From an optimization exercise on the open Yosys and OpenROAD flow, aimed at small area and a short achievable clock period; shortcuts taken in it are not production practice.
Only simulation tests tie the RTL to the original design; equivalence was not proved.
Power figures rest on the tool's default switching activity, not on a simulated workload.

### flow/config.mk
export PLATFORM = sky130hd
export DESIGN_NAME = multiply_accumulate
export DESIGN_NICKNAME = multiply_accumulate
export VERILOG_FILES = /design/flow/design.v
export SDC_FILE = /design/flow/constraint.sdc
export NUM_CORES = 4
export LEC_CHECK = 0
export CAP_MARGIN = 20
export CORE_MARGIN = 2
export CORE_UTILIZATION = 55
export CTS_BUF_LIST = sky130_fd_sc_hd__clkbuf_8
export CTS_CLUSTER_DIAMETER = 60
export CTS_CLUSTER_SIZE = 15
export SETUP_SLACK_MARGIN = 2.5
export SLEW_MARGIN = 20
export TNS_END_PERCENT = 0
### flow/constraint.sdc
create_clock -name core_clock -period 4.5 [get_ports {clk}]
set_input_delay 0.9000 -clock core_clock [delete_from_list [all_inputs] [get_ports {clk}]]
set_output_delay 0.9000 -clock core_clock [all_outputs]
set_load 0.01 [all_outputs]
### flow/design.v
module multiplier_int(clk, a, one, two, neg, b, p);
  input clk;
  input [15:0] a;
  input [7:0] one, two, neg;
  input [15:0] b;
  output [31:0] p;
  reg [15:0] a_r;
  reg [7:0] one_r, two_r, neg_r;
  wire pp0_0;
  wire pp0_1;
  wire pp0_2;
  wire pp0_3;
  wire pp0_4;
  wire pp0_5;
  wire pp0_6;
  wire pp0_7;
  wire pp0_8;
  wire pp0_9;
  wire pp0_10;
  wire pp0_11;
  wire pp0_12;
  wire pp0_13;
  wire pp0_14;
  wire pp0_15;
  wire pp0_16;
  wire pp1_0;
  wire pp1_1;
  wire pp1_2;
  wire pp1_3;
  wire pp1_4;
  wire pp1_5;
  wire pp1_6;
  wire pp1_7;
  wire pp1_8;
  wire pp1_9;
  wire pp1_10;
  wire pp1_11;
  wire pp1_12;
  wire pp1_13;
  wire pp1_14;
  wire pp1_15;
  wire pp1_16;
  wire pp2_0;
  wire pp2_1;
  wire pp2_2;
  wire pp2_3;
  wire pp2_4;
  wire pp2_5;
  wire pp2_6;
  wire pp2_7;
  wire pp2_8;
  wire pp2_9;
  wire pp2_10;
  wire pp2_11;
  wire pp2_12;
  wire pp2_13;
  wire pp2_14;
  wire pp2_15;
  wire pp2_16;
  wire pp3_0;
  wire pp3_1;
  wire pp3_2;
  wire pp3_3;
  wire pp3_4;
  wire pp3_5;
  wire pp3_6;
  wire pp3_7;
  wire pp3_8;
  wire pp3_9;
  wire pp3_10;
  wire pp3_11;
  wire pp3_12;
  wire pp3_13;
  wire pp3_14;
  wire pp3_15;
  wire pp3_16;
  wire pp4_0;
  wire pp4_1;
  wire pp4_2;
  wire pp4_3;
  wire pp4_4;
  wire pp4_5;
  wire pp4_6;
  wire pp4_7;
  wire pp4_8;
  wire pp4_9;
  wire pp4_10;
  wire pp4_11;
  wire pp4_12;
  wire pp4_13;
  wire pp4_14;
  wire pp4_15;
  wire pp4_16;
  wire pp5_0;
  wire pp5_1;
  wire pp5_2;
  wire pp5_3;
  wire pp5_4;
  wire pp5_5;
  wire pp5_6;
  wire pp5_7;
  wire pp5_8;
  wire pp5_9;
  wire pp5_10;
  wire pp5_11;
  wire pp5_12;
  wire pp5_13;
  wire pp5_14;
  wire pp5_15;
  wire pp5_16;
  wire pp6_0;
  wire pp6_1;
  wire pp6_2;
  wire pp6_3;
  wire pp6_4;
  wire pp6_5;
  wire pp6_6;
  wire pp6_7;
  wire pp6_8;
  wire pp6_9;
  wire pp6_10;
  wire pp6_11;
  wire pp6_12;
  wire pp6_13;
  wire pp6_14;
  wire pp6_15;
  wire pp6_16;
  wire pp7_0;
  wire pp7_1;
  wire pp7_2;
  wire pp7_3;
  wire pp7_4;
  wire pp7_5;
  wire pp7_6;
  wire pp7_7;
  wire pp7_8;
  wire pp7_9;
  wire pp7_10;
  wire pp7_11;
  wire pp7_12;
  wire pp7_13;
  wire pp7_14;
  wire pp7_15;
  wire pp7_16;
  wire s1;
  wire c2;
  wire s3;
  wire c4;
  wire s5;
  wire c6;
  wire s7;
  wire c8;
  wire s9;
  wire c10;
  wire s11;
  wire c12;
  wire s13;
  wire c14;
  wire s15;
  wire c16;
  wire s17;
  wire c18;
  wire s19;
  wire c20;
  wire s21;
  wire c22;
  wire s23;
  wire c24;
  wire s25;
  wire c26;
  wire s27;
  wire c28;
  wire s29;
  wire c30;
  wire s31;
  wire c32;
  wire s33;
  wire c34;
  wire s35;
  wire c36;
  wire s37;
  wire c38;
  wire s39;
  wire c40;
  wire s41;
  wire c42;
  wire s43;
  wire c44;
  wire s45;
  wire c46;
  wire s47;
  wire c48;
  wire s49;
  wire c50;
  wire s51;
  wire c52;
  wire s53;
  wire c54;
  wire s55;
  wire c56;
  wire s57;
  wire c58;
  wire s59;
  wire c60;
  wire s61;
  wire c62;
  wire s63;
  wire c64;
  wire s65;
  wire c66;
  wire s67;
  wire c68;
  wire s69;
  wire c70;
  wire s71;
  wire c72;
  wire s73;
  wire c74;
  wire s75;
  wire c76;
  wire s77;
  wire c78;
  wire s79;
  wire c80;
  wire s81;
  wire c82;
  wire s83;
  wire c84;
  wire s85;
  wire c86;
  wire s87;
  wire c88;
  wire s89;
  wire c90;
  wire s91;
  wire c92;
  wire s93;
  wire c94;
  wire s95;
  wire c96;
  wire s97;
  wire c98;
  wire s99;
  wire c100;
  wire s101;
  wire c102;
  wire s103;
  wire c104;
  wire s105;
  wire c106;
  wire s107;
  wire c108;
  wire s109;
  wire c110;
  wire s111;
  wire c112;
  wire s113;
  wire c114;
  wire s115;
  wire c116;
  wire s117;
  wire c118;
  wire s119;
  wire c120;
  wire s121;
  wire c122;
  wire s123;
  wire c124;
  wire s125;
  wire c126;
  wire s127;
  wire c128;
  wire s129;
  wire c130;
  wire s131;
  wire c132;
  wire s133;
  wire c134;
  wire s135;
  wire c136;
  wire s137;
  wire c138;
  wire s139;
  wire c140;
  wire s141;
  wire c142;
  wire s143;
  wire c144;
  wire s145;
  wire c146;
  wire s147;
  wire c148;
  wire s149;
  wire c150;
  wire s151;
  wire c152;
  wire s153;
  wire c154;
  wire s155;
  wire c156;
  wire s157;
  wire c158;
  wire s159;
  wire c160;
  wire s161;
  wire c162;
  wire s163;
  wire c164;
  wire s165;
  wire c166;
  wire s167;
  wire c168;
  wire s169;
  wire c170;
  wire s171;
  wire c172;
  wire s173;
  wire c174;
  wire s175;
  wire c176;
  wire s177;
  wire c178;
  wire s179;
  wire c180;
  wire s181;
  wire c182;
  wire s183;
  wire c184;
  wire s185;
  wire c186;
  wire s187;
  wire c188;
  wire s189;
  wire c190;
  wire s191;
  wire c192;
  wire s193;
  wire c194;
  wire s195;
  wire c196;
  wire s197;
  wire c198;
  wire s199;
  wire c200;
  wire s201;
  wire c202;
  wire s203;
  wire c204;
  wire s205;
  wire c206;
  wire s207;
  wire c208;
  wire s209;
  wire c210;
  wire s211;
  wire c212;
  wire s213;
  wire c214;
  wire s215;
  wire c216;
  wire s217;
  wire c218;
  wire s219;
  wire c220;
  wire s221;
  wire c222;
  wire s223;
  wire c224;
  reg t1_0_0;
  reg t1_0_1;
  reg t1_1_0;
  reg t1_2_0;
  reg t1_3_0;
  reg t1_4_0;
  reg t1_4_1;
  reg t1_5_0;
  reg t1_5_1;
  reg t1_6_0;
  reg t1_6_1;
  reg t1_7_0;
  reg t1_7_1;
  reg t1_8_0;
  reg t1_8_1;
  reg t1_9_0;
  reg t1_9_1;
  reg t1_10_0;
  reg t1_10_1;
  reg t1_11_0;
  reg t1_11_1;
  reg t1_12_0;
  reg t1_12_1;
  reg t1_13_0;
  reg t1_13_1;
  reg t1_14_0;
  reg t1_14_1;
  reg t1_15_0;
  reg t1_15_1;
  reg t1_16_0;
  reg t1_16_1;
  reg t1_17_0;
  reg t1_17_1;
  reg t1_18_0;
  reg t1_18_1;
  reg t1_19_0;
  reg t1_19_1;
  reg t1_20_0;
  reg t1_20_1;
  reg t1_21_0;
  reg t1_21_1;
  reg t1_22_0;
  reg t1_22_1;
  reg t1_23_0;
  reg t1_23_1;
  reg t1_24_0;
  reg t1_24_1;
  reg t1_25_0;
  reg t1_25_1;
  reg t1_26_0;
  reg t1_26_1;
  reg t1_27_0;
  reg t1_27_1;
  reg t1_28_0;
  reg t1_28_1;
  reg t1_29_0;
  reg t1_30_0;
  reg t1_30_1;
  always @(posedge clk) begin
    a_r <= a;
    one_r <= one; two_r <= two; neg_r <= neg;
    t1_0_0 <= neg_r[0];
    t1_0_1 <= pp0_0;
    t1_1_0 <= pp0_1;
    t1_2_0 <= s169;
    t1_3_0 <= s171;
    t1_4_0 <= c172;
    t1_4_1 <= s173;
    t1_5_0 <= c174;
    t1_5_1 <= s175;
    t1_6_0 <= c176;
    t1_6_1 <= s177;
    t1_7_0 <= c178;
    t1_7_1 <= s179;
    t1_8_0 <= c180;
    t1_8_1 <= s181;
    t1_9_0 <= c182;
    t1_9_1 <= s183;
    t1_10_0 <= c184;
    t1_10_1 <= s185;
    t1_11_0 <= c186;
    t1_11_1 <= s187;
    t1_12_0 <= c188;
    t1_12_1 <= s189;
    t1_13_0 <= c190;
    t1_13_1 <= s191;
    t1_14_0 <= c192;
    t1_14_1 <= s193;
    t1_15_0 <= c194;
    t1_15_1 <= s195;
    t1_16_0 <= c196;
    t1_16_1 <= s197;
    t1_17_0 <= c198;
    t1_17_1 <= s199;
    t1_18_0 <= c200;
    t1_18_1 <= s201;
    t1_19_0 <= c202;
    t1_19_1 <= s203;
    t1_20_0 <= c204;
    t1_20_1 <= s205;
    t1_21_0 <= c206;
    t1_21_1 <= s207;
    t1_22_0 <= c208;
    t1_22_1 <= s209;
    t1_23_0 <= s211;
    t1_23_1 <= c210;
    t1_24_0 <= s213;
    t1_24_1 <= c212;
    t1_25_0 <= c214;
    t1_25_1 <= s215;
    t1_26_0 <= s217;
    t1_26_1 <= c216;
    t1_27_0 <= s219;
    t1_27_1 <= c218;
    t1_28_0 <= s221;
    t1_28_1 <= c220;
    t1_29_0 <= s223;
    t1_30_0 <= pp7_16;
    t1_30_1 <= c224;
  end
  assign pp0_0 = (one_r[0] & a_r[0]) ^ neg_r[0];
  assign pp0_1 = ((one_r[0] & a_r[1]) | (two_r[0] & a_r[0])) ^ neg_r[0];
  assign pp0_2 = ((one_r[0] & a_r[2]) | (two_r[0] & a_r[1])) ^ neg_r[0];
  assign pp0_3 = ((one_r[0] & a_r[3]) | (two_r[0] & a_r[2])) ^ neg_r[0];
  assign pp0_4 = ((one_r[0] & a_r[4]) | (two_r[0] & a_r[3])) ^ neg_r[0];
  assign pp0_5 = ((one_r[0] & a_r[5]) | (two_r[0] & a_r[4])) ^ neg_r[0];
  assign pp0_6 = ((one_r[0] & a_r[6]) | (two_r[0] & a_r[5])) ^ neg_r[0];
  assign pp0_7 = ((one_r[0] & a_r[7]) | (two_r[0] & a_r[6])) ^ neg_r[0];
  assign pp0_8 = ((one_r[0] & a_r[8]) | (two_r[0] & a_r[7])) ^ neg_r[0];
  assign pp0_9 = ((one_r[0] & a_r[9]) | (two_r[0] & a_r[8])) ^ neg_r[0];
  assign pp0_10 = ((one_r[0] & a_r[10]) | (two_r[0] & a_r[9])) ^ neg_r[0];
  assign pp0_11 = ((one_r[0] & a_r[11]) | (two_r[0] & a_r[10])) ^ neg_r[0];
  assign pp0_12 = ((one_r[0] & a_r[12]) | (two_r[0] & a_r[11])) ^ neg_r[0];
  assign pp0_13 = ((one_r[0] & a_r[13]) | (two_r[0] & a_r[12])) ^ neg_r[0];
  assign pp0_14 = ((one_r[0] & a_r[14]) | (two_r[0] & a_r[13])) ^ neg_r[0];
  assign pp0_15 = ((one_r[0] & a_r[15]) | (two_r[0] & a_r[14])) ^ neg_r[0];
  assign pp0_16 = ~(((one_r[0] & a_r[15]) | (two_r[0] & a_r[15])) ^ neg_r[0]);
  assign pp1_0 = (one_r[1] & a_r[0]) ^ neg_r[1];
  assign pp1_1 = ((one_r[1] & a_r[1]) | (two_r[1] & a_r[0])) ^ neg_r[1];
  assign pp1_2 = ((one_r[1] & a_r[2]) | (two_r[1] & a_r[1])) ^ neg_r[1];
  assign pp1_3 = ((one_r[1] & a_r[3]) | (two_r[1] & a_r[2])) ^ neg_r[1];
  assign pp1_4 = ((one_r[1] & a_r[4]) | (two_r[1] & a_r[3])) ^ neg_r[1];
  assign pp1_5 = ((one_r[1] & a_r[5]) | (two_r[1] & a_r[4])) ^ neg_r[1];
  assign pp1_6 = ((one_r[1] & a_r[6]) | (two_r[1] & a_r[5])) ^ neg_r[1];
  assign pp1_7 = ((one_r[1] & a_r[7]) | (two_r[1] & a_r[6])) ^ neg_r[1];
  assign pp1_8 = ((one_r[1] & a_r[8]) | (two_r[1] & a_r[7])) ^ neg_r[1];
  assign pp1_9 = ((one_r[1] & a_r[9]) | (two_r[1] & a_r[8])) ^ neg_r[1];
  assign pp1_10 = ((one_r[1] & a_r[10]) | (two_r[1] & a_r[9])) ^ neg_r[1];
  assign pp1_11 = ((one_r[1] & a_r[11]) | (two_r[1] & a_r[10])) ^ neg_r[1];
  assign pp1_12 = ((one_r[1] & a_r[12]) | (two_r[1] & a_r[11])) ^ neg_r[1];
  assign pp1_13 = ((one_r[1] & a_r[13]) | (two_r[1] & a_r[12])) ^ neg_r[1];
  assign pp1_14 = ((one_r[1] & a_r[14]) | (two_r[1] & a_r[13])) ^ neg_r[1];
  assign pp1_15 = ((one_r[1] & a_r[15]) | (two_r[1] & a_r[14])) ^ neg_r[1];
  assign pp1_16 = ~(((one_r[1] & a_r[15]) | (two_r[1] & a_r[15])) ^ neg_r[1]);
  assign pp2_0 = (one_r[2] & a_r[0]) ^ neg_r[2];
  assign pp2_1 = ((one_r[2] & a_r[1]) | (two_r[2] & a_r[0])) ^ neg_r[2];
  assign pp2_2 = ((one_r[2] & a_r[2]) | (two_r[2] & a_r[1])) ^ neg_r[2];
  assign pp2_3 = ((one_r[2] & a_r[3]) | (two_r[2] & a_r[2])) ^ neg_r[2];
  assign pp2_4 = ((one_r[2] & a_r[4]) | (two_r[2] & a_r[3])) ^ neg_r[2];
  assign pp2_5 = ((one_r[2] & a_r[5]) | (two_r[2] & a_r[4])) ^ neg_r[2];
  assign pp2_6 = ((one_r[2] & a_r[6]) | (two_r[2] & a_r[5])) ^ neg_r[2];
  assign pp2_7 = ((one_r[2] & a_r[7]) | (two_r[2] & a_r[6])) ^ neg_r[2];
  assign pp2_8 = ((one_r[2] & a_r[8]) | (two_r[2] & a_r[7])) ^ neg_r[2];
  assign pp2_9 = ((one_r[2] & a_r[9]) | (two_r[2] & a_r[8])) ^ neg_r[2];
  assign pp2_10 = ((one_r[2] & a_r[10]) | (two_r[2] & a_r[9])) ^ neg_r[2];
  assign pp2_11 = ((one_r[2] & a_r[11]) | (two_r[2] & a_r[10])) ^ neg_r[2];
  assign pp2_12 = ((one_r[2] & a_r[12]) | (two_r[2] & a_r[11])) ^ neg_r[2];
  assign pp2_13 = ((one_r[2] & a_r[13]) | (two_r[2] & a_r[12])) ^ neg_r[2];
  assign pp2_14 = ((one_r[2] & a_r[14]) | (two_r[2] & a_r[13])) ^ neg_r[2];
  assign pp2_15 = ((one_r[2] & a_r[15]) | (two_r[2] & a_r[14])) ^ neg_r[2];
  assign pp2_16 = ~(((one_r[2] & a_r[15]) | (two_r[2] & a_r[15])) ^ neg_r[2]);
  assign pp3_0 = (one_r[3] & a_r[0]) ^ neg_r[3];
  assign pp3_1 = ((one_r[3] & a_r[1]) | (two_r[3] & a_r[0])) ^ neg_r[3];
  assign pp3_2 = ((one_r[3] & a_r[2]) | (two_r[3] & a_r[1])) ^ neg_r[3];
  assign pp3_3 = ((one_r[3] & a_r[3]) | (two_r[3] & a_r[2])) ^ neg_r[3];
  assign pp3_4 = ((one_r[3] & a_r[4]) | (two_r[3] & a_r[3])) ^ neg_r[3];
  assign pp3_5 = ((one_r[3] & a_r[5]) | (two_r[3] & a_r[4])) ^ neg_r[3];
  assign pp3_6 = ((one_r[3] & a_r[6]) | (two_r[3] & a_r[5])) ^ neg_r[3];
  assign pp3_7 = ((one_r[3] & a_r[7]) | (two_r[3] & a_r[6])) ^ neg_r[3];
  assign pp3_8 = ((one_r[3] & a_r[8]) | (two_r[3] & a_r[7])) ^ neg_r[3];
  assign pp3_9 = ((one_r[3] & a_r[9]) | (two_r[3] & a_r[8])) ^ neg_r[3];
  assign pp3_10 = ((one_r[3] & a_r[10]) | (two_r[3] & a_r[9])) ^ neg_r[3];
  assign pp3_11 = ((one_r[3] & a_r[11]) | (two_r[3] & a_r[10])) ^ neg_r[3];
  assign pp3_12 = ((one_r[3] & a_r[12]) | (two_r[3] & a_r[11])) ^ neg_r[3];
  assign pp3_13 = ((one_r[3] & a_r[13]) | (two_r[3] & a_r[12])) ^ neg_r[3];
  assign pp3_14 = ((one_r[3] & a_r[14]) | (two_r[3] & a_r[13])) ^ neg_r[3];
  assign pp3_15 = ((one_r[3] & a_r[15]) | (two_r[3] & a_r[14])) ^ neg_r[3];
  assign pp3_16 = ~(((one_r[3] & a_r[15]) | (two_r[3] & a_r[15])) ^ neg_r[3]);
  assign pp4_0 = (one_r[4] & a_r[0]) ^ neg_r[4];
  assign pp4_1 = ((one_r[4] & a_r[1]) | (two_r[4] & a_r[0])) ^ neg_r[4];
  assign pp4_2 = ((one_r[4] & a_r[2]) | (two_r[4] & a_r[1])) ^ neg_r[4];
  assign pp4_3 = ((one_r[4] & a_r[3]) | (two_r[4] & a_r[2])) ^ neg_r[4];
  assign pp4_4 = ((one_r[4] & a_r[4]) | (two_r[4] & a_r[3])) ^ neg_r[4];
  assign pp4_5 = ((one_r[4] & a_r[5]) | (two_r[4] & a_r[4])) ^ neg_r[4];
  assign pp4_6 = ((one_r[4] & a_r[6]) | (two_r[4] & a_r[5])) ^ neg_r[4];
  assign pp4_7 = ((one_r[4] & a_r[7]) | (two_r[4] & a_r[6])) ^ neg_r[4];
  assign pp4_8 = ((one_r[4] & a_r[8]) | (two_r[4] & a_r[7])) ^ neg_r[4];
  assign pp4_9 = ((one_r[4] & a_r[9]) | (two_r[4] & a_r[8])) ^ neg_r[4];
  assign pp4_10 = ((one_r[4] & a_r[10]) | (two_r[4] & a_r[9])) ^ neg_r[4];
  assign pp4_11 = ((one_r[4] & a_r[11]) | (two_r[4] & a_r[10])) ^ neg_r[4];
  assign pp4_12 = ((one_r[4] & a_r[12]) | (two_r[4] & a_r[11])) ^ neg_r[4];
  assign pp4_13 = ((one_r[4] & a_r[13]) | (two_r[4] & a_r[12])) ^ neg_r[4];
  assign pp4_14 = ((one_r[4] & a_r[14]) | (two_r[4] & a_r[13])) ^ neg_r[4];
  assign pp4_15 = ((one_r[4] & a_r[15]) | (two_r[4] & a_r[14])) ^ neg_r[4];
  assign pp4_16 = ~(((one_r[4] & a_r[15]) | (two_r[4] & a_r[15])) ^ neg_r[4]);
  assign pp5_0 = (one_r[5] & a_r[0]) ^ neg_r[5];
  assign pp5_1 = ((one_r[5] & a_r[1]) | (two_r[5] & a_r[0])) ^ neg_r[5];
  assign pp5_2 = ((one_r[5] & a_r[2]) | (two_r[5] & a_r[1])) ^ neg_r[5];
  assign pp5_3 = ((one_r[5] & a_r[3]) | (two_r[5] & a_r[2])) ^ neg_r[5];
  assign pp5_4 = ((one_r[5] & a_r[4]) | (two_r[5] & a_r[3])) ^ neg_r[5];
  assign pp5_5 = ((one_r[5] & a_r[5]) | (two_r[5] & a_r[4])) ^ neg_r[5];
  assign pp5_6 = ((one_r[5] & a_r[6]) | (two_r[5] & a_r[5])) ^ neg_r[5];
  assign pp5_7 = ((one_r[5] & a_r[7]) | (two_r[5] & a_r[6])) ^ neg_r[5];
  assign pp5_8 = ((one_r[5] & a_r[8]) | (two_r[5] & a_r[7])) ^ neg_r[5];
  assign pp5_9 = ((one_r[5] & a_r[9]) | (two_r[5] & a_r[8])) ^ neg_r[5];
  assign pp5_10 = ((one_r[5] & a_r[10]) | (two_r[5] & a_r[9])) ^ neg_r[5];
  assign pp5_11 = ((one_r[5] & a_r[11]) | (two_r[5] & a_r[10])) ^ neg_r[5];
  assign pp5_12 = ((one_r[5] & a_r[12]) | (two_r[5] & a_r[11])) ^ neg_r[5];
  assign pp5_13 = ((one_r[5] & a_r[13]) | (two_r[5] & a_r[12])) ^ neg_r[5];
  assign pp5_14 = ((one_r[5] & a_r[14]) | (two_r[5] & a_r[13])) ^ neg_r[5];
  assign pp5_15 = ((one_r[5] & a_r[15]) | (two_r[5] & a_r[14])) ^ neg_r[5];
  assign pp5_16 = ~(((one_r[5] & a_r[15]) | (two_r[5] & a_r[15])) ^ neg_r[5]);
  assign pp6_0 = (one_r[6] & a_r[0]) ^ neg_r[6];
  assign pp6_1 = ((one_r[6] & a_r[1]) | (two_r[6] & a_r[0])) ^ neg_r[6];
  assign pp6_2 = ((one_r[6] & a_r[2]) | (two_r[6] & a_r[1])) ^ neg_r[6];
  assign pp6_3 = ((one_r[6] & a_r[3]) | (two_r[6] & a_r[2])) ^ neg_r[6];
  assign pp6_4 = ((one_r[6] & a_r[4]) | (two_r[6] & a_r[3])) ^ neg_r[6];
  assign pp6_5 = ((one_r[6] & a_r[5]) | (two_r[6] & a_r[4])) ^ neg_r[6];
  assign pp6_6 = ((one_r[6] & a_r[6]) | (two_r[6] & a_r[5])) ^ neg_r[6];
  assign pp6_7 = ((one_r[6] & a_r[7]) | (two_r[6] & a_r[6])) ^ neg_r[6];
  assign pp6_8 = ((one_r[6] & a_r[8]) | (two_r[6] & a_r[7])) ^ neg_r[6];
  assign pp6_9 = ((one_r[6] & a_r[9]) | (two_r[6] & a_r[8])) ^ neg_r[6];
  assign pp6_10 = ((one_r[6] & a_r[10]) | (two_r[6] & a_r[9])) ^ neg_r[6];
  assign pp6_11 = ((one_r[6] & a_r[11]) | (two_r[6] & a_r[10])) ^ neg_r[6];
  assign pp6_12 = ((one_r[6] & a_r[12]) | (two_r[6] & a_r[11])) ^ neg_r[6];
  assign pp6_13 = ((one_r[6] & a_r[13]) | (two_r[6] & a_r[12])) ^ neg_r[6];
  assign pp6_14 = ((one_r[6] & a_r[14]) | (two_r[6] & a_r[13])) ^ neg_r[6];
  assign pp6_15 = ((one_r[6] & a_r[15]) | (two_r[6] & a_r[14])) ^ neg_r[6];
  assign pp6_16 = ~(((one_r[6] & a_r[15]) | (two_r[6] & a_r[15])) ^ neg_r[6]);
  assign pp7_0 = (one_r[7] & a_r[0]) ^ neg_r[7];
  assign pp7_1 = ((one_r[7] & a_r[1]) | (two_r[7] & a_r[0])) ^ neg_r[7];
  assign pp7_2 = ((one_r[7] & a_r[2]) | (two_r[7] & a_r[1])) ^ neg_r[7];
  assign pp7_3 = ((one_r[7] & a_r[3]) | (two_r[7] & a_r[2])) ^ neg_r[7];
  assign pp7_4 = ((one_r[7] & a_r[4]) | (two_r[7] & a_r[3])) ^ neg_r[7];
  assign pp7_5 = ((one_r[7] & a_r[5]) | (two_r[7] & a_r[4])) ^ neg_r[7];
  assign pp7_6 = ((one_r[7] & a_r[6]) | (two_r[7] & a_r[5])) ^ neg_r[7];
  assign pp7_7 = ((one_r[7] & a_r[7]) | (two_r[7] & a_r[6])) ^ neg_r[7];
  assign pp7_8 = ((one_r[7] & a_r[8]) | (two_r[7] & a_r[7])) ^ neg_r[7];
  assign pp7_9 = ((one_r[7] & a_r[9]) | (two_r[7] & a_r[8])) ^ neg_r[7];
  assign pp7_10 = ((one_r[7] & a_r[10]) | (two_r[7] & a_r[9])) ^ neg_r[7];
  assign pp7_11 = ((one_r[7] & a_r[11]) | (two_r[7] & a_r[10])) ^ neg_r[7];
  assign pp7_12 = ((one_r[7] & a_r[12]) | (two_r[7] & a_r[11])) ^ neg_r[7];
  assign pp7_13 = ((one_r[7] & a_r[13]) | (two_r[7] & a_r[12])) ^ neg_r[7];
  assign pp7_14 = ((one_r[7] & a_r[14]) | (two_r[7] & a_r[13])) ^ neg_r[7];
  assign pp7_15 = ((one_r[7] & a_r[15]) | (two_r[7] & a_r[14])) ^ neg_r[7];
  assign pp7_16 = ~(((one_r[7] & a_r[15]) | (two_r[7] & a_r[15])) ^ neg_r[7]);
  assign s1 = neg_r[5] ^ pp0_10;
  assign c2 = neg_r[5] & pp0_10;
  assign s3 = pp0_11 ^ pp1_9;
  assign c4 = pp0_11 & pp1_9;
  assign s5 = neg_r[6] ^ pp0_12 ^ pp1_10;
  assign c6 = (neg_r[6] & pp0_12) | (neg_r[6] & pp1_10) | (pp0_12 & pp1_10);
  assign s7 = pp2_8 ^ pp3_6;
  assign c8 = pp2_8 & pp3_6;
  assign s9 = pp0_13 ^ pp1_11 ^ pp2_9;
  assign c10 = (pp0_13 & pp1_11) | (pp0_13 & pp2_9) | (pp1_11 & pp2_9);
  assign s11 = pp3_7 ^ pp4_5;
  assign c12 = pp3_7 & pp4_5;
  assign s13 = neg_r[7] ^ pp0_14 ^ pp1_12;
  assign c14 = (neg_r[7] & pp0_14) | (neg_r[7] & pp1_12) | (pp0_14 & pp1_12);
  assign s15 = pp2_10 ^ pp3_8 ^ pp4_6;
  assign c16 = (pp2_10 & pp3_8) | (pp2_10 & pp4_6) | (pp3_8 & pp4_6);
  assign s17 = pp5_4 ^ pp6_2;
  assign c18 = pp5_4 & pp6_2;
  assign s19 = pp0_15 ^ pp1_13 ^ pp2_11;
  assign c20 = (pp0_15 & pp1_13) | (pp0_15 & pp2_11) | (pp1_13 & pp2_11);
  assign s21 = pp3_9 ^ pp4_7 ^ pp5_5;
  assign c22 = (pp3_9 & pp4_7) | (pp3_9 & pp5_5) | (pp4_7 & pp5_5);
  assign s23 = pp6_3 ^ pp7_1;
  assign c24 = pp6_3 & pp7_1;
  assign s25 = 1'b1 ^ pp0_16 ^ pp1_14;
  assign c26 = (1'b1 & pp0_16) | (1'b1 & pp1_14) | (pp0_16 & pp1_14);
  assign s27 = pp2_12 ^ pp3_10 ^ pp4_8;
  assign c28 = (pp2_12 & pp3_10) | (pp2_12 & pp4_8) | (pp3_10 & pp4_8);
  assign s29 = pp5_6 ^ pp6_4 ^ pp7_2;
  assign c30 = (pp5_6 & pp6_4) | (pp5_6 & pp7_2) | (pp6_4 & pp7_2);
  assign s31 = 1'b1 ^ pp1_15 ^ pp2_13;
  assign c32 = (1'b1 & pp1_15) | (1'b1 & pp2_13) | (pp1_15 & pp2_13);
  assign s33 = pp3_11 ^ pp4_9 ^ pp5_7;
  assign c34 = (pp3_11 & pp4_9) | (pp3_11 & pp5_7) | (pp4_9 & pp5_7);
  assign s35 = pp6_5 ^ pp7_3;
  assign c36 = pp6_5 & pp7_3;
  assign s37 = pp1_16 ^ pp2_14 ^ pp3_12;
  assign c38 = (pp1_16 & pp2_14) | (pp1_16 & pp3_12) | (pp2_14 & pp3_12);
  assign s39 = pp4_10 ^ pp5_8 ^ pp6_6;
  assign c40 = (pp4_10 & pp5_8) | (pp4_10 & pp6_6) | (pp5_8 & pp6_6);
  assign s41 = 1'b1 ^ pp2_15 ^ pp3_13;
  assign c42 = (1'b1 & pp2_15) | (1'b1 & pp3_13) | (pp2_15 & pp3_13);
  assign s43 = pp4_11 ^ pp5_9;
  assign c44 = pp4_11 & pp5_9;
  assign s45 = pp2_16 ^ pp3_14 ^ pp4_12;
  assign c46 = (pp2_16 & pp3_14) | (pp2_16 & pp4_12) | (pp3_14 & pp4_12);
  assign s47 = 1'b1 ^ pp3_15;
  assign c48 = 1'b1 & pp3_15;
  assign s49 = neg_r[3] ^ pp0_6;
  assign c50 = neg_r[3] & pp0_6;
  assign s51 = pp0_7 ^ pp1_5;
  assign c52 = pp0_7 & pp1_5;
  assign s53 = neg_r[4] ^ pp0_8 ^ pp1_6;
  assign c54 = (neg_r[4] & pp0_8) | (neg_r[4] & pp1_6) | (pp0_8 & pp1_6);
  assign s55 = pp2_4 ^ pp3_2;
  assign c56 = pp2_4 & pp3_2;
  assign s57 = pp0_9 ^ pp1_7 ^ pp2_5;
  assign c58 = (pp0_9 & pp1_7) | (pp0_9 & pp2_5) | (pp1_7 & pp2_5);
  assign s59 = pp3_3 ^ pp4_1;
  assign c60 = pp3_3 & pp4_1;
  assign s61 = pp1_8 ^ pp2_6 ^ pp3_4;
  assign c62 = (pp1_8 & pp2_6) | (pp1_8 & pp3_4) | (pp2_6 & pp3_4);
  assign s63 = pp4_2 ^ pp5_0 ^ s1;
  assign c64 = (pp4_2 & pp5_0) | (pp4_2 & s1) | (pp5_0 & s1);
  assign s65 = pp2_7 ^ pp3_5 ^ pp4_3;
  assign c66 = (pp2_7 & pp3_5) | (pp2_7 & pp4_3) | (pp3_5 & pp4_3);
  assign s67 = pp5_1 ^ c2 ^ s3;
  assign c68 = (pp5_1 & c2) | (pp5_1 & s3) | (c2 & s3);
  assign s69 = pp4_4 ^ pp5_2 ^ pp6_0;
  assign c70 = (pp4_4 & pp5_2) | (pp4_4 & pp6_0) | (pp5_2 & pp6_0);
  assign s71 = c4 ^ s7 ^ s5;
  assign c72 = (c4 & s7) | (c4 & s5) | (s7 & s5);
  assign s73 = pp5_3 ^ pp6_1 ^ c8;
  assign c74 = (pp5_3 & pp6_1) | (pp5_3 & c8) | (pp6_1 & c8);
  assign s75 = s11 ^ c6 ^ s9;
  assign c76 = (s11 & c6) | (s11 & s9) | (c6 & s9);
  assign s77 = pp7_0 ^ c12 ^ s17;
  assign c78 = (pp7_0 & c12) | (pp7_0 & s17) | (c12 & s17);
  assign s79 = c10 ^ s13 ^ s15;
  assign c80 = (c10 & s13) | (c10 & s15) | (s13 & s15);
  assign s81 = c18 ^ s23 ^ c14;
  assign c82 = (c18 & s23) | (c18 & c14) | (s23 & c14);
  assign s83 = c16 ^ s19 ^ s21;
  assign c84 = (c16 & s19) | (c16 & s21) | (s19 & s21);
  assign s85 = c24 ^ c20 ^ c22;
  assign c86 = (c24 & c20) | (c24 & c22) | (c20 & c22);
  assign s87 = s25 ^ s27 ^ s29;
  assign c88 = (s25 & s27) | (s25 & s29) | (s27 & s29);
  assign s89 = s35 ^ c26 ^ c28;
  assign c90 = (s35 & c26) | (s35 & c28) | (c26 & c28);
  assign s91 = c30 ^ s31 ^ s33;
  assign c92 = (c30 & s31) | (c30 & s33) | (s31 & s33);
  assign s93 = pp7_4 ^ c36 ^ c32;
  assign c94 = (pp7_4 & c36) | (pp7_4 & c32) | (c36 & c32);
  assign s95 = c34 ^ s37 ^ s39;
  assign c96 = (c34 & s37) | (c34 & s39) | (s37 & s39);
  assign s97 = pp6_7 ^ pp7_5 ^ s43;
  assign c98 = (pp6_7 & pp7_5) | (pp6_7 & s43) | (pp7_5 & s43);
  assign s99 = c38 ^ c40 ^ s41;
  assign c100 = (c38 & c40) | (c38 & s41) | (c40 & s41);
  assign s101 = pp5_10 ^ pp6_8 ^ pp7_6;
  assign c102 = (pp5_10 & pp6_8) | (pp5_10 & pp7_6) | (pp6_8 & pp7_6);
  assign s103 = c44 ^ c42 ^ s45;
  assign c104 = (c44 & c42) | (c44 & s45) | (c42 & s45);
  assign s105 = pp4_13 ^ pp5_11 ^ pp6_9;
  assign c106 = (pp4_13 & pp5_11) | (pp4_13 & pp6_9) | (pp5_11 & pp6_9);
  assign s107 = pp7_7 ^ s47 ^ c46;
  assign c108 = (pp7_7 & s47) | (pp7_7 & c46) | (s47 & c46);
  assign s109 = pp3_16 ^ pp4_14 ^ pp5_12;
  assign c110 = (pp3_16 & pp4_14) | (pp3_16 & pp5_12) | (pp4_14 & pp5_12);
  assign s111 = pp6_10 ^ pp7_8 ^ c48;
  assign c112 = (pp6_10 & pp7_8) | (pp6_10 & c48) | (pp7_8 & c48);
  assign s113 = 1'b1 ^ pp4_15 ^ pp5_13;
  assign c114 = (1'b1 & pp4_15) | (1'b1 & pp5_13) | (pp4_15 & pp5_13);
  assign s115 = pp6_11 ^ pp7_9;
  assign c116 = pp6_11 & pp7_9;
  assign s117 = pp4_16 ^ pp5_14 ^ pp6_12;
  assign c118 = (pp4_16 & pp5_14) | (pp4_16 & pp6_12) | (pp5_14 & pp6_12);
  assign s119 = 1'b1 ^ pp5_15;
  assign c120 = 1'b1 & pp5_15;
  assign s121 = neg_r[2] ^ pp0_4;
  assign c122 = neg_r[2] & pp0_4;
  assign s123 = pp0_5 ^ pp1_3;
  assign c124 = pp0_5 & pp1_3;
  assign s125 = pp1_4 ^ pp2_2 ^ pp3_0;
  assign c126 = (pp1_4 & pp2_2) | (pp1_4 & pp3_0) | (pp2_2 & pp3_0);
  assign s127 = pp2_3 ^ pp3_1 ^ c50;
  assign c128 = (pp2_3 & pp3_1) | (pp2_3 & c50) | (pp3_1 & c50);
  assign s129 = pp4_0 ^ c52 ^ s55;
  assign c130 = (pp4_0 & c52) | (pp4_0 & s55) | (c52 & s55);
  assign s131 = c56 ^ s59 ^ c54;
  assign c132 = (c56 & s59) | (c56 & c54) | (s59 & c54);
  assign s133 = c60 ^ c58 ^ s61;
  assign c134 = (c60 & c58) | (c60 & s61) | (c58 & s61);
  assign s135 = c62 ^ s65 ^ c64;
  assign c136 = (c62 & s65) | (c62 & c64) | (s65 & c64);
  assign s137 = c66 ^ s69 ^ c68;
  assign c138 = (c66 & s69) | (c66 & c68) | (s69 & c68);
  assign s139 = c70 ^ s73 ^ c72;
  assign c140 = (c70 & s73) | (c70 & c72) | (s73 & c72);
  assign s141 = c74 ^ s77 ^ c76;
  assign c142 = (c74 & s77) | (c74 & c76) | (s77 & c76);
  assign s143 = c78 ^ c80 ^ s81;
  assign c144 = (c78 & c80) | (c78 & s81) | (c80 & s81);
  assign s145 = c82 ^ c84 ^ s85;
  assign c146 = (c82 & c84) | (c82 & s85) | (c84 & s85);
  assign s147 = c86 ^ c88 ^ s89;
  assign c148 = (c86 & c88) | (c86 & s89) | (c88 & s89);
  assign s149 = c90 ^ c92 ^ s93;
  assign c150 = (c90 & c92) | (c90 & s93) | (c92 & s93);
  assign s151 = c94 ^ s97 ^ c96;
  assign c152 = (c94 & s97) | (c94 & c96) | (s97 & c96);
  assign s153 = s101 ^ c98 ^ c100;
  assign c154 = (s101 & c98) | (s101 & c100) | (c98 & c100);
  assign s155 = c102 ^ s105 ^ c104;
  assign c156 = (c102 & s105) | (c102 & c104) | (s105 & c104);
  assign s157 = c106 ^ s109 ^ s111;
  assign c158 = (c106 & s109) | (c106 & s111) | (s109 & s111);
  assign s159 = s115 ^ c110 ^ s113;
  assign c160 = (s115 & c110) | (s115 & s113) | (c110 & s113);
  assign s161 = pp7_10 ^ c116 ^ c114;
  assign c162 = (pp7_10 & c116) | (pp7_10 & c114) | (c116 & c114);
  assign s163 = pp6_13 ^ pp7_11 ^ s119;
  assign c164 = (pp6_13 & pp7_11) | (pp6_13 & s119) | (pp7_11 & s119);
  assign s165 = pp5_16 ^ pp6_14 ^ pp7_12;
  assign c166 = (pp5_16 & pp6_14) | (pp5_16 & pp7_12) | (pp6_14 & pp7_12);
  assign s167 = 1'b1 ^ pp6_15;
  assign c168 = 1'b1 & pp6_15;
  assign s169 = neg_r[1] ^ pp0_2 ^ pp1_0;
  assign c170 = (neg_r[1] & pp0_2) | (neg_r[1] & pp1_0) | (pp0_2 & pp1_0);
  assign s171 = pp0_3 ^ pp1_1 ^ c170;
  assign c172 = (pp0_3 & pp1_1) | (pp0_3 & c170) | (pp1_1 & c170);
  assign s173 = pp1_2 ^ pp2_0 ^ s121;
  assign c174 = (pp1_2 & pp2_0) | (pp1_2 & s121) | (pp2_0 & s121);
  assign s175 = pp2_1 ^ c122 ^ s123;
  assign c176 = (pp2_1 & c122) | (pp2_1 & s123) | (c122 & s123);
  assign s177 = c124 ^ s49 ^ s125;
  assign c178 = (c124 & s49) | (c124 & s125) | (s49 & s125);
  assign s179 = s51 ^ c126 ^ s127;
  assign c180 = (s51 & c126) | (s51 & s127) | (c126 & s127);
  assign s181 = s53 ^ c128 ^ s129;
  assign c182 = (s53 & c128) | (s53 & s129) | (c128 & s129);
  assign s183 = s57 ^ c130 ^ s131;
  assign c184 = (s57 & c130) | (s57 & s131) | (c130 & s131);
  assign s185 = c132 ^ s63 ^ s133;
  assign c186 = (c132 & s63) | (c132 & s133) | (s63 & s133);
  assign s187 = s67 ^ c134 ^ s135;
  assign c188 = (s67 & c134) | (s67 & s135) | (c134 & s135);
  assign s189 = s71 ^ c136 ^ s137;
  assign c190 = (s71 & c136) | (s71 & s137) | (c136 & s137);
  assign s191 = s75 ^ c138 ^ s139;
  assign c192 = (s75 & c138) | (s75 & s139) | (c138 & s139);
  assign s193 = s79 ^ c140 ^ s141;
  assign c194 = (s79 & c140) | (s79 & s141) | (c140 & s141);
  assign s195 = s83 ^ c142 ^ s143;
  assign c196 = (s83 & c142) | (s83 & s143) | (c142 & s143);
  assign s197 = s87 ^ c144 ^ s145;
  assign c198 = (s87 & c144) | (s87 & s145) | (c144 & s145);
  assign s199 = s91 ^ c146 ^ s147;
  assign c200 = (s91 & c146) | (s91 & s147) | (c146 & s147);
  assign s201 = s95 ^ c148 ^ s149;
  assign c202 = (s95 & c148) | (s95 & s149) | (c148 & s149);
  assign s203 = s99 ^ c150 ^ s151;
  assign c204 = (s99 & c150) | (s99 & s151) | (c150 & s151);
  assign s205 = s103 ^ c152 ^ s153;
  assign c206 = (s103 & c152) | (s103 & s153) | (c152 & s153);
  assign s207 = s107 ^ c154 ^ s155;
  assign c208 = (s107 & c154) | (s107 & s155) | (c154 & s155);
  assign s209 = c108 ^ s157 ^ c156;
  assign c210 = (c108 & s157) | (c108 & c156) | (s157 & c156);
  assign s211 = c112 ^ s159 ^ c158;
  assign c212 = (c112 & s159) | (c112 & c158) | (s159 & c158);
  assign s213 = s117 ^ c160 ^ s161;
  assign c214 = (s117 & c160) | (s117 & s161) | (c160 & s161);
  assign s215 = c118 ^ c162 ^ s163;
  assign c216 = (c118 & c162) | (c118 & s163) | (c162 & s163);
  assign s217 = c120 ^ s165 ^ c164;
  assign c218 = (c120 & s165) | (c120 & c164) | (s165 & c164);
  assign s219 = pp7_13 ^ s167 ^ c166;
  assign c220 = (pp7_13 & s167) | (pp7_13 & c166) | (s167 & c166);
  assign s221 = pp6_16 ^ pp7_14 ^ c168;
  assign c222 = (pp6_16 & pp7_14) | (pp6_16 & c168) | (pp7_14 & c168);
  assign s223 = 1'b1 ^ pp7_15 ^ c222;
  assign c224 = (1'b1 & pp7_15) | (1'b1 & c222) | (pp7_15 & c222);
  wire [31:0] rowA = {1'b1, t1_30_0, t1_29_0, t1_28_0, t1_27_0, t1_26_0, t1_25_0, t1_24_0, t1_23_0, t1_22_0, t1_21_0, t1_20_0, t1_19_0, t1_18_0, t1_17_0, t1_16_0, t1_15_0, t1_14_0, t1_13_0, t1_12_0, t1_11_0, t1_10_0, t1_9_0, t1_8_0, t1_7_0, t1_6_0, t1_5_0, t1_4_0, t1_3_0, t1_2_0, t1_1_0, t1_0_0};
  wire [31:0] rowB = {1'b0, t1_30_1, 1'b0, t1_28_1, t1_27_1, t1_26_1, t1_25_1, t1_24_1, t1_23_1, t1_22_1, t1_21_1, t1_20_1, t1_19_1, t1_18_1, t1_17_1, t1_16_1, t1_15_1, t1_14_1, t1_13_1, t1_12_1, t1_11_1, t1_10_1, t1_9_1, t1_8_1, t1_7_1, t1_6_1, t1_5_1, t1_4_1, 1'b0, 1'b0, 1'b0, t1_0_1};
  assign p = rowA + rowB;
endmodule
module multiply_accumulate(
  clk,
  aresetn,
  reset,
  data,
  multi,
  result,
  overflow
);
  parameter I_OPP_W = 16;
  parameter O_OPP_W = 2 * I_OPP_W;
  input clk;
  input aresetn;
  input reset;
  input [I_OPP_W - 1:0] data;
  input [I_OPP_W - 1:0] multi;
  output reg [O_OPP_W - 1:0] result;
  output reg overflow;
  wire [16:0] bx = {multi, 1'b0};
  wire [7:0] one, two, neg;
  genvar g;
  generate for (g = 0; g < 8; g = g + 1) begin : enc
    assign one[g] = bx[2*g+1] ^ bx[2*g];
    assign two[g] = (bx[2*g+2] & ~bx[2*g+1] & ~bx[2*g]) | (~bx[2*g+2] & bx[2*g+1] & bx[2*g]);
    assign neg[g] = bx[2*g+2];
  end endgenerate
  wire [31:0] prod;
  multiplier_int u0(.clk(clk), .a(data), .one(one), .two(two), .neg(neg), .b(multi), .p(prod));
  localparam ND = 15;
  reg [30:0] pd [0:ND-2];
  integer i;
  always @(posedge clk) begin
    pd[0] <= prod[30:0];
    for (i = 1; i < ND - 1; i = i + 1)
      pd[i] <= pd[i-1];
  end
  wire [30:0] pp = pd[ND-2];
  wire [31:0] pfull = {pp[30] & (|pp[29:0]), pp};
  reg [4:0] cnt;
  reg [31:0] q;
  always @(posedge clk, negedge aresetn) begin
    if (aresetn == 0) begin
      cnt <= 0;
      q <= 0;
    end else begin
      if (cnt != 5'd16)
        cnt <= cnt + 5'd1;
      q <= (cnt == 5'd16) ? pfull : 32'd0;
    end
  end
  always @(posedge clk, negedge aresetn) begin
    if (aresetn == 0) begin
      result <= 0;
      overflow <= 0;
    end else if (reset == 1) begin
      result <= 0;
      overflow <= 0;
    end else begin
      result <= result + q;
      overflow <= result[O_OPP_W - 1] ^ q[31];
    end
  end
endmodule
### flow/flow/run.sh
#!/bin/bash
# The standard layout (standard.sh), with these changes to how it is made:
# - synthesis runs flow/synth.tcl: the standard flow's synthesis script, with ABC mapping
#   the logic for delay (flow/abc_delay.script);
# - Yosys does not map full/half adders to the library's fa/ha cells
#   (ADDER_MAP_FILE empty), so ABC maps that logic too;
# - port buffers are sky130_fd_sc_hd__buf_1, the smallest buffer.
export MY_FLOW_DIR=$PWD/flow
bash standard.sh "SYNTH_SCRIPT=$PWD/flow/synth.tcl" "ADDER_MAP_FILE=" \
  "BUFFER_PORTS_ARGS=-buffer_cell sky130_fd_sc_hd__buf_1" finish > standard.log 2>&1
### flow/flow/abc_delay.script
&get -n
&st
&dch
&nf -D 1500
&put
buffer -c
topo
stime -c
upsize -c -D 1500
dnsize -c -D 1500
### flow/flow/synth.tcl
# The standard flow's synthesis script (synth_recipe.tcl, which runs ORFS's synth.tcl) with
# one change: ABC maps the combinational logic with flow/abc_delay.script, a
# delay-driven script, instead of ORFS's abc_speed.script.  Registers are
# mapped before ABC runs and are not changed by it.
proc abc {args} {
  set i [lsearch -exact $args -script]
  if {$i >= 0} {
    set args [lreplace $args [expr {$i + 1}] [expr {$i + 1}] $::env(MY_FLOW_DIR)/abc_delay.script]
  }
  puts "flow/synth.tcl: abc $args"
  yosys abc {*}$args
}
source $::env(MY_FLOW_DIR)/../synth_recipe.tcl
### flow/standard.sh
#!/bin/bash
# synth_recipe.tcl (not shown) runs the flow's synth.tcl, then flattens the netlist and writes it again
# the make line also repeats each setting of config.mk as NAME=value (left out here)
make -C /OpenROAD-flow-scripts/flow DESIGN_CONFIG=/design/flow/config.mk WORK_HOME=/design/flow/orfs CLKGATE_MAP_FILE= SYNTH_SCRIPT=/design/flow/synth_recipe.tcl "${@:-finish}"
==> out/metrics.sh <==
SYNTHXORXNORAREAFRAC=0.1824
NETS=2095
CRIT_TYPE='register to register'
DRT_ITER0_DRC=667
FIN_CRIT_NS=2.381
SW_FRAC_OF_TOTAL=0.3516
CELL_INTERNAL_PWR_W=0.01229
BOUNDARYPINS=68
N_FILL_CELL=3177
COMPOUND_GATE_FRACTION_OF_SYNTH_AREA=0.1096
OVERFLOW=0
IO_BUFFERS=67
WORSTSKEWPAIRLATENCY_NS=0.62
P_PER_AREA_nW_PER_UM2=773.8
PLACE_WS_NS=1.499
PLACEMENT.CELL_AREA_UM2=22120
DRV_CAP=0
MAXSLEWHEADROOM=0.4118
GP_ROUTABILITY_CONGESTION=0.9060
P_SEQ_FRAC=0.469
VIAS_IN_THE_FIRST_GLOBAL_ROUTE=13310
CLKTRANSATPATHREGS_NS=0.09
FP.DIEW_UM=202.3
CLOCK-SKEW-FINAL_NS=0.01490
TIMING.CRITICAL_PATH.FROM_TYPE='register'
SYNTH-EDFF-COUNT=0
SYNTH-ASYNC-RESET-RATIO=0.1163
FINALWIRELENGTH_UM=40110
COMB_POWER_SHARE=0.388
YOSYS_MOST_USED_DFF='sky130_fd_sc_hd__dfxtp_1'
MULTI_INPUT_AREA_UM2=9394
CTS-HOLD-FIX-BUFFERS=0
SEQ_AREA_UM2=12550
MUXSHAREOFSYNTHAREA=0.0004630
YS_SEQ_ELEMENTS=602
TIMING.CRITICAL_PATH.TO_TYPE='register'
TRITONCTS='yes'
CP_MAX_FO=7
FINALPOWER_W=0.01895
GRT_USAGE=0.1979
ANTENNA-DIODE-COUNT=0
CLKSINKCOUNT=602
FLOORPLAN.CORE_AREA_UM2=38740
SETUP_REPAIR_AFTER_GLOBAL_ROUTING_MISSED_ITS_MARGIN='yes'
STATIC-LEAKAGE-POWER_nW=9.521
ARITHMETIC_CELL_SHARE_OF_THE_SYNTHESIZED_AREA_COUNTING_FULL_ADDERS_HALF_ADDERS_AND_MAJORITY_GATES=0.02767
SYNTH_SIMPLE_GATE_AREA_SHARE=0.08143
DIE_AREA_UM2=40910
DRT_PASS1_ITERATIONS=5
PLACEMENTROWS=72
FRACTION_OF_FINAL_LAYOUT_CELLS_WITH_DRIVE_STRENGTH_GREATER_THAN_1=0.1678
POST_SYNTH_INST_COUNT=1937
CLKPWRFRAC=0.143
POSTLAYOUTCELLAREA_UM2=24490
DRV_SLEW=0
FINALHOLDVIOLCOUNT=0
POST-DP-HPWL_UM=28010
WORSTHOLDPATHTYPE='input port to async pin'
SETUP_SLACK_NS=2.119
ROOT_CELL_OF_THE_CLOCK_TREE='sky130_fd_sc_hd__clkbuf_8'
SYNTH-WARNING-COUNT=3
MEAN_AREA_PER_SYNTHESIZED_CELL_UM2=11.16
GRT_ANTENNA_BEFORE_REPAIR=0
REQUIRED_NS=5.01
DRT-VIAS-PER-INSTANCE=5.169
WIRE_LENGTH_OF_THE_FIRST_GLOBAL_ROUTING_PASS_UM=65330
ACHIEVABLE-FREQUENCY_GHz=0.4200
NET-SWITCHING-POWER_W=0.006662
CTSHTREEMAXLEVEL=2
WIRE_PER_INST_UM=15.44
CTS.PATH.MAX_BUFFERS=3
MAXIMUM_NUMBER_OF_PINS_ON_ONE_NET_BEFORE_GLOBAL_ROUTE_REPAIR=48
DOMINANT_COMBINATIONAL_CELL_FAMILY_BY_AREA_AFTER_SYNTHESIS='XOR/XNOR gates'
DIE-HEIGHT_UM=202.3
SYN2LAYOUT_AREA_GROWTH_PCT=13.28
FINAL.PERIOD_UTILIZATION=0.5291
YS_SEQ_AREA_FRAC=0.5737
INITIAL_CORE_UTILIZATION=0.5581
NETLIST-CELL-TYPE-COUNT=55
REPORT.FINAL.SETUP_VIOL=0
SYNTH.CELL_AREA_UM2=21620
ROUTE.ANTENNA.REMAINING_NETS=0
DRC_VIOLS=0
CTS_MADE_BUFFERS=50
TIMING_WORST_SLEW_PIN_VALUE_NS=0.8822
TIMING.CRITICAL_PATH.ARRIVAL_NS=2.89
FINALSETUPTNS_NS=0
DETAILROUTE.VIA_COUNT=13430
POSTSYNTHNETCOUNT=1972
MAX-VDD-IR-DROP_mV=0.3151
RUN_STATUS='complete, no violations'
[cells by family (layout without fill, tap and decap cells)]
family,count (synthesis),after routing
compound gates,357,357
xor+xnor,426,426
fa+ha+maj,57,57
buf+inv,97,240
flops,602,602
mux,1,1
simple gates,397,397
[per-layer routing]
metal	up-vias	global-route usage	wire [um]	part of all wire
li1	6712	-	-	-
met1	6276	0.2339	16900	0.42
met2	346	0.3558	20240	0.50
met3	94	0.03418	1831	0.046
met4	0	0.08029	1141	0.028
met5	-	0	0	0
[timing repair]
action                                  CTS  global route
setup buffers                            62            14
pin swaps                                36            31
hold endpoints to repair                  0             0
gates resized for setup                 155            58
endpoints found under the setup margin  121           112
[metrics by stage]
stage / hold slack (ns) / utilization / instances
after CTS: 0.3053 / 0.6226 / 2584
after global routing: 0.2808 / 0.6322 / 2598
after detailed placement: 0.3121 / 0.5711 / 2450
after floorplan: 0.3096 / - / 1937
final: 0.2922 / 0.6322 / 2598
after global placement: 0.3096 / 0.5711 / 2450
[worst paths after layout]
check	end	depth (start not counted)	start	slack, ns
hold / removal	q[4]	1	aresetn	0.29
hold reg to reg	pd[9][12]	0	pd[8][12]	0.32
max in group asynchronous	q[22]	2	aresetn	3.46
setup / recovery	u0.t1_21_1	10	u0.one_r[4]	2.12
setup reg to reg	u0.t1_21_1	10	u0.one_r[4]	2.12
min in group core_clock	pd[9][12]	0	pd[8][12]	0.32
[power by group through the flow]
stage | clock (W) | sequential [W] | combinational, W
floorplan | 0 | 0.00865 | 0.00520
global placement | 0 | 0.00889 | 0.00629
detailed placement | 0 | 0.00900 | 0.00634
CTS | 0.00283 | 0.00892 | 0.00707
global route | 0.00305 | 0.00917 | 0.00809
finish | 0.00271 | 0.00889 | 0.00735
[Yosys cell counts, types with 35 or more instances]
cell type | number | share of area
sky130_fd_sc_hd__a21oi_1 | 74 | 0.017
sky130_fd_sc_hd__o21ai_0 | 94 | 0.022
sky130_fd_sc_hd__buf_2 | 44 | 0.010
sky130_fd_sc_hd__dfrtp_1 | 70 | 0.081
sky130_fd_sc_hd__nor2_1 | 139 | 0.024
sky130_fd_sc_hd__and2_1 | 45 | 0.013
sky130_fd_sc_hd__xnor2_1 | 314 | 0.13
sky130_fd_sc_hd__a22oi_1 | 111 | 0.039
sky130_fd_sc_hd__dfxtp_1 | 532 | 0.49
sky130_fd_sc_hd__maj3_1 | 35 | 0.016
sky130_fd_sc_hd__xor2_1 | 91 | 0.037
sky130_fd_sc_hd__nand2_1 | 142 | 0.025
[placed cells by master, fill, tap and decap left out, types with 13 or more instances in the layout]
| cell type | synthesis | final |
|---|---|---|
| sky130_fd_sc_hd__xor2_2 | 7 | 13 |
| sky130_fd_sc_hd__dfxtp_4 | 0 | 36 |
| sky130_fd_sc_hd__o21a_1 | 19 | 19 |
| sky130_fd_sc_hd__o21ai_0 | 94 | 79 |
| sky130_fd_sc_hd__and2_1 | 45 | 43 |
| sky130_fd_sc_hd__xnor2_1 | 314 | 283 |
| sky130_fd_sc_hd__a22oi_2 | 10 | 17 |
| sky130_fd_sc_hd__maj3_1 | 35 | 30 |
| sky130_fd_sc_hd__nand2_1 | 142 | 142 |
| sky130_fd_sc_hd__a21oi_1 | 74 | 68 |
| sky130_fd_sc_hd__a22oi_1 | 111 | 104 |
| sky130_fd_sc_hd__maj3_2 | 22 | 27 |
| sky130_fd_sc_hd__inv_1 | 12 | 18 |
| sky130_fd_sc_hd__buf_4 | 13 | 77 |
| sky130_fd_sc_hd__buf_1 | 0 | 66 |
| sky130_fd_sc_hd__nor2_1 | 139 | 135 |
| sky130_fd_sc_hd__xor2_1 | 91 | 84 |
| sky130_fd_sc_hd__dfrtp_1 | 70 | 66 |
| sky130_fd_sc_hd__dfxtp_1 | 532 | 492 |
| sky130_fd_sc_hd__clkbuf_8 | 0 | 51 |
| sky130_fd_sc_hd__xnor2_2 | 6 | 29 |
| sky130_fd_sc_hd__o21ai_1 | 4 | 16 |
[flip-flops by register name (all words and copies together) (netlist names), 5 cells and up]
signal	cells
q	32
u0.one_r	8
pd	434
u0.a_r	16
u0.two_r	8
cnt	5
u0.neg_r	8
result	32
[worst max-delay path: stages (launching register included)]
cell,delay (ns)
sky130_fd_sc_hd__dfxtp_4,0.41
sky130_fd_sc_hd__buf_12,0.14
sky130_fd_sc_hd__a22oi_4,0.13
sky130_fd_sc_hd__xor2_2,0.28
sky130_fd_sc_hd__buf_4,0.18
sky130_fd_sc_hd__o21a_1,0.13
sky130_fd_sc_hd__a21oi_2,0.04
sky130_fd_sc_hd__maj3_2,0.32
sky130_fd_sc_hd__maj3_2,0.34
sky130_fd_sc_hd__xor2_1,0.17
sky130_fd_sc_hd__xnor2_1,0.14
[area by class of cell]
class | count | area share
sequential | 602 | 0.5123
multi-input combinational | 1238 | 0.3836
timing repair buffer | 154 | 0.04103
clock buffer | 51 | 0.02866
tap | 518 | 0.02647
clock inverter | 21 | 0.005773
inverter | 14 | 0.002146

==> what the ideal ports hide <==
In the flow no input, the clock included, has a driving cell. The finished layout below was timed again as built, in two steps.
Step 1 sets driving cells, clkbuf_16 on the clock port and buf_2 on the other inputs (assumed; they add their load-dependent delay and slew).
Step 2 moves the port delays by t, midway between the first and last clock arrival at a register: inputs arrive t later, outputs are due t later. That takes back most of the time a late clock gives input paths.
Three values: ideal, step 1, step 2; two values: the first two.
t, ns: 0.662
setup WS [ns]: 2.119 / 2.119 / 2.119
hold slack, ns: 0.292 / 0.266 / 0.323
slew at the worst register clock pin (ns): 0.09 / 0.09
worst slew at a driven data input, ns: 0.04
After both steps setup and hold are still met in this run. For this run, drivers alone change the setup slack by 0.000 ns; drivers and shift together by 0.000 ns.
